Context: an optimization exercise on an open-source flow, tuned for small area and a short achievable clock period. The choices shown serve that exercise and are no tape-out recipe. No functional check of the RTL was part of any run shown here.

==> flow/design.v, too long to show whole: its modules and the start of the top module <==
// module my_fir: 2176 lines
// module fa_: 4 lines
module my_fir
#(parameter F=10)
(
input logic                clk,
input logic                rst,
input logic signed  [15:0] filter_in,
output logic signed [31:0] filter_out
    );
  // ...
==> flow/run.sh <==
#!/bin/bash
# synth_recipe.tcl (not shown) runs the flow's synth.tcl, then flattens the netlist and writes it again
# the make line also repeats each setting of config.mk as NAME=value (left out here)
make -C /OpenROAD-flow-scripts/flow DESIGN_CONFIG=/design/flow/config.mk WORK_HOME=/design/flow/orfs CLKGATE_MAP_FILE= SYNTH_SCRIPT=/design/flow/synth_recipe.tcl finish
==> flow/config.mk <==
export PLATFORM = sky130hd
export DESIGN_NAME = my_fir
export DESIGN_NICKNAME = my_fir
export VERILOG_FILES = /design/flow/design.v
export SDC_FILE = /design/flow/constraint.sdc
export NUM_CORES = 4
export LEC_CHECK = 0
export ABC_CLOCK_PERIOD_IN_PS = 2700
export CAP_MARGIN = 20
export CORE_MARGIN = 2
export CORE_UTILIZATION = 40
export PLACE_DENSITY = 0.6
export SLEW_MARGIN = 20
export SYNTH_HIERARCHICAL = 1
==> flow/constraint.sdc <==
create_clock -name core_clock -period 6.5 [get_ports {clk}]
set_input_delay 1.3000 -clock core_clock [delete_from_list [all_inputs] [get_ports {clk}]]
set_output_delay 1.3000 -clock core_clock [all_outputs]
set_load 0.01 [all_outputs]
==> notes.md, run 1 <==
- CTS Buf Count: 70
- DR WL/cell: 27.28 um
- Critical Setup Path Class: register to register
- Hold Crit Depth: 0
- Synthesis-to-finish area growth: 12.68%
- Post-synthesis xor/xnor area fraction: 2.306%
- Largest registers: d x272, q x22
- Cell Chain, Critical Path: fa_1, fa_1, fa_1, fa_1, inv_1, fa_1, inv_1, ha_1
- Worst EP required: 7000 ps
- Area of the multi-input gates: 0.01990 mm^2
- Setup Total Neg Slack: 0 ps
- Core Rows: 110
- Setup WS post-layout: 3080 ps
- Final period util: 52.62%
- #FFs+latches synth: 624
- Status: timing/DRC/antenna clean
- CTS tree: built
- Area leader, netlist: dfrtp_1
- Hold-fix buffers, CTS: 0
- Slew @ Worst Pin: 1052 ps
- Top cells by area, synth: dfrtp_1, fa_1, ha_1
- Crit-path slowest cell: dfrtp_1
- Clock Skews: a little under 50 ps
- Total congestion overflow: 0
- Fraction of final layout cells sized beyond drive strength 1: 6.225%
- I/O Buffers: 49
- Delay-heaviest family, CP: adder cells
- CP startpoint kind: register
- R2R Path End: h_4020
- Detailed Route WL: approximately 100000 um
- GP Congestion: between 0.9 and 1
- Critical path origin: d[1][15]
- Compound-Gate Fraction of Synth Area: 5.496%
- Number of tapcells: 1176
- Max FO, Critical Path: 6
- DIE WIDTH: 305.9 um
==> run 2: changes to the inputs <==
--- a/flow/config.mk
+++ b/flow/config.mk
@@ -11,4 +11,5 @@
 export CORE_UTILIZATION = 40
 export PLACE_DENSITY = 0.6
+export SETUP_SLACK_MARGIN = 3.8
 export SLEW_MARGIN = 20
 export SYNTH_HIERARCHICAL = 1
==> run 2 against run 1 <==
Still clean. Hold slack better by 5.2 ps. Clock skew fell by 16 ps. Maximum frequency is 8.4% higher. Global-route usage is 0.67 points higher. Critical path depth fell by 1. Highest routed layer is now met5.
==> notes.md, run 2 <==
- DRC violation count after routing: 0 (unchanged)
- 1st-pass router iterations: 7 (was 5)
- Yosys Warn Count: 8 (unchanged)
- Crit-path slowest cell: fa_1 (was dfrtp_1)
- Via count: 19720 (was 19230)
- Fin area: 0.04426 mm^2 (was 0.04109 mm^2)
- GP Congestion: 0.9814 (was 0.9656)
- Cell Chain, Critical Path: fa_1, fa_1, fa_2, inv_2, fa_1, fa_2, fa_2 (was fa_1, fa_1, fa_1, fa_1, inv_1, fa_1, inv_1, ha_1)
- # IOs: 50 (unchanged)
- ANT nets after route: 0 (unchanged)
- First-pass GRT wire length: 153700 um (was 149900 um)
- Clk slew on worst S/H paths: 60 ps (about the same)
- Core Rows: 110 (unchanged)
- Largest net degree at the start of global routing: 155 (was 143)
- Max reg flops: 272 (unchanged)
- Hold-fix buffers, CTS: 0 (unchanged)
- Synthesized area per cell: 15.61 um^2 (unchanged)
- Most common cell after layout, fill and taps aside: dfrtp_1 (was fa_1)
- Overall routing resource usage: 23.30% (was 22.63%)
- Crit path DAT: 3720 ps (was 3920 ps)
- DP HPWL: 78470 um (was 78980 um)
- # H-tree levels: 3 (unchanged)
- Final period util: 48.52% (was 52.62%)
- Fin crit period: 3154 ps (was 3420 ps)
- N_diodes: 0 (unchanged)
- Most frequent cells in the layout: dfrtp_1, fa_1, fa_2 (was fa_1, dfrtp_1, inv_1)
- Die Span Y: 305.9 um (unchanged)
- Reg2Reg Depth: 7 (was 8)
- Total congestion overflow: 0 (unchanged)
- Post-synth ARST share: 100.0% (unchanged)
- Top FF cell, synth: dfrtp_1 (unchanged)
- DP Area: 0.03855 mm^2 (was 0.03860 mm^2)
- Area of the multi-input gates: 0.02117 mm^2 (was 0.01990 mm^2)
- Largest register by flop count: d (unchanged)
- Critical Setup Path Class: register to register (unchanged)
- Initial Utilization: 40.45% (unchanged)
- Fin util: 49.09% (was 45.58%)
- Most frequent cell after synthesis: fa_1 (unchanged)
- R2R Path End: h_4024 (was h_4020)
- Slew @ Worst Pin: 835.0 ps (was 1052 ps)
- #FFs+latches synth: 624 (unchanged)
- Status: timing/DRC/antenna clean (unchanged)
- Final cell count without fillers: 3879 (was 3714)
- I/O Buffers: 49 (unchanged)
- Layout filler cell count: 7466 (was 7781)
- Reg2Reg Setup Slack: 3350 ps (was 3080 ps)
- Library cells used by synthesis: 67 (unchanged)
- Worst hold path class: register to register (unchanged)
- Clk root buf: clkbuf_16 (unchanged)
- Final Hold Slack: 339.6 ps (was 334.4 ps)
- Fmax: 317.1 MHz (was 292.4 MHz)
- Final-report setup violation count: 0 (unchanged)
- Final hold violations: 0 (unchanged)
- CTS tree: built (unchanged)
- Sequential share of the synthesized area: 42.82% (unchanged)
- DIE WIDTH: 305.9 um (unchanged)
- Detailed Route WL: 104700 um (was 101300 um)
- Max FO, Critical Path: 1 (was 6)
- Area leader, netlist: dfrtp_1 (unchanged)
- Clock Skews: 32.72 ps (was 49.05 ps)
- FF/Latch Area: 0.01594 mm^2 (was 0.01562 mm^2)
- Clock Latency Late Sink: 660 ps (about the same)
- CTS Buffer Depth: 3 (unchanged)
- Nets@finish: 3519 (was 3353)
- Nature of the critical path endpoint: register (unchanged)
- Pre-CTS WS: 3105 ps (was 3122 ps)
- Share of the synthesized area in the top cell type: 42.82% (unchanged)
- CTS Buf Count: 72 (was 70)
- Critical path origin: r1_3032 (was d[1][15])
- Synthesis-to-finish area growth: 21.36% (was 12.68%)
- Setup WS post-layout: 3346 ps (was 3080 ps)
- Max transition margin: 44.34% (was 29.84%)
- Initial antenna violation count: 4 (was 3)
- Top cells by area, synth: dfrtp_1, fa_1, ha_1 (unchanged)
- Reg2reg start: r1_3032 (was d[1][15])
- Initial DRC Count: 1621 (was 1554)
- Worst EP required: 7070 ps (was 7000 ps)
- Final slew viol count: 0 (unchanged)
- Clock Sinks: 624 (unchanged)
- DR vias/cell: 5.084 (was 5.178)
- DR WL/cell: 27.00 um (was 27.28 um)
- Number of global-route vias before repair: 22720 (was 22070)
- Core Area: 0.09015 mm^2 (unchanged)
- Die area: 0.09360 mm^2 (unchanged)
- EDFF count, synth: 0 (unchanged)
- Max_cap viols: 0 (unchanged)
- Setup crit end: h_4024 (was h_4020)
- Commonest cells post-synth: fa_1, dfrtp_1, inv_1 (unchanged)
- Fraction of final layout cells sized beyond drive strength 1: 30.97% (was 6.225%)
- CP startpoint kind: register (unchanged)
- Critical path's largest stage delay: 560 ps (was 680 ps)
- Post-Syn Area: 0.03647 mm^2 (unchanged)
- Largest registers: d x272, q x22 (unchanged)
- Placed insts: 3583 (was 3588)
- RSZ-0062 raised after global routing: true (was false)
- Post-Syn Instances: 2336 (unchanged)
run 2: cell counts after synthesis:
No cell type changed its count.
run 2: kinds of logic (layout without fill, tap and decap cells):
family,count (synthesis),after routing,share of synthesized area (%)
buffers and inverters,273,609,2.944
other,2,33,0.02059
AOI/OAI and AO/OA,290,290,5.497
muxes,4,4,0.1098
xor gates and xnor gates,96,96,2.306
adders and majority gates,851,851,43.77
DFF,624,624,42.82
and+or+nand+nor,196,196,2.532
run 2: worst max-delay path: cells and delay by family, from the launching register on:
| kind | cells | cell delay [ps] |
|---|---|---|
| buf+inv | 1 | 60 |
| fa+ha+maj | 6 | 2640 |
| flops | 1 | 390 |
run 2: per-layer routing:
metal / GRT usage (%) / wire [um] / vias to the layer above
met2: 36.27 / 49280 / 720
met1: 30.67 / 42660 / 10710
met4: 11.18 / 5143 / 2
li1: - / - / 8068
met5: 0 / 13 / -
met3: 6.007 / 7639 / 217
run 2: final cells by class:
cell class	instances	area share [%]
Multi-Input combinational cell	1470	47.84
Sequential cell	624	36.03
Clock buffer	96	4.614
Timing Repair Buffer	227	4.914
Clock inverter	31	1.108
Tap cell	1176	3.325
Inverter	255	2.171
run 2: worst min path at each step:
stage | from | slack, ps | depth (start not counted) | end
6_report | d[14][14] | 340 | 0 | d[15][14]
5_1_grt | d[7][8] | 350 | 0 | d[8][8]
4_1_cts | d[14][15] | 330 | 0 | d[15][15]
3_5_place_dp | d[14][15] | 330 | 0 | d[15][15]
3_3_place_gp | d[14][15] | 330 | 0 | d[15][15]
2_1_floorplan | d[14][0] | 330 | 0 | d[15][0]
run 2: per-stage QoR:
stage / TNS (ps)
6_report: 0
2_1_floorplan: -2071010
5_1_grt: 0
4_1_cts: 0
3_3_place_gp: 0
3_5_place_dp: 0
run 2: Yosys stat by module, one instance, submodules excluded:
module	area [um^2]	cells	times used	flops+latches
fa_	20.02	1	702	0
my_fir	22410	1634	1	624
run 2: repair_timing:
action | 4_1_cts | 5_1_grt
cloned | 0 | 0
pin swaps | 163 | 115
endpoints found under the setup margin | 246 | 212
buffers inserted | 116 | 53
resized for setup | 571 | 153

==> what the ideal ports hide <==
Ports are ideal in the flow. The routed layouts listed here were re-timed in OpenROAD. Step 1 assumes that a clkbuf_16 drives the clock port and a buf_2 every other input. Step 2 moves the port delays by t, midway between the first and last clock arrival at a register: inputs arrive t later, outputs are due t later. That takes back most of the time a late clock gives input paths. Slacks: no drivers / after step 1 / after step 2; pairs: no drivers / after step 1.
run | t, ns | slack for setup (ns) | hold WS [ns] | clock arrival spread, ns | cell pins on the clock port's net
run 1 | 0.706 | 3.080 / 3.080 / 3.080 | 0.334 / 0.334 / 0.334 | 0.050 / 0.050 | 1
run 2 | 0.708 | 3.346 / 3.346 / 3.324 | 0.340 / 0.340 / 0.340 | 0.034 / 0.033 | 1
After both steps every run listed still meets setup and hold. For run 2, which loses most, drivers alone change the setup slack by 0.000 ns; drivers and shift together by -0.022 ns. Setup slack includes reset recovery checks.
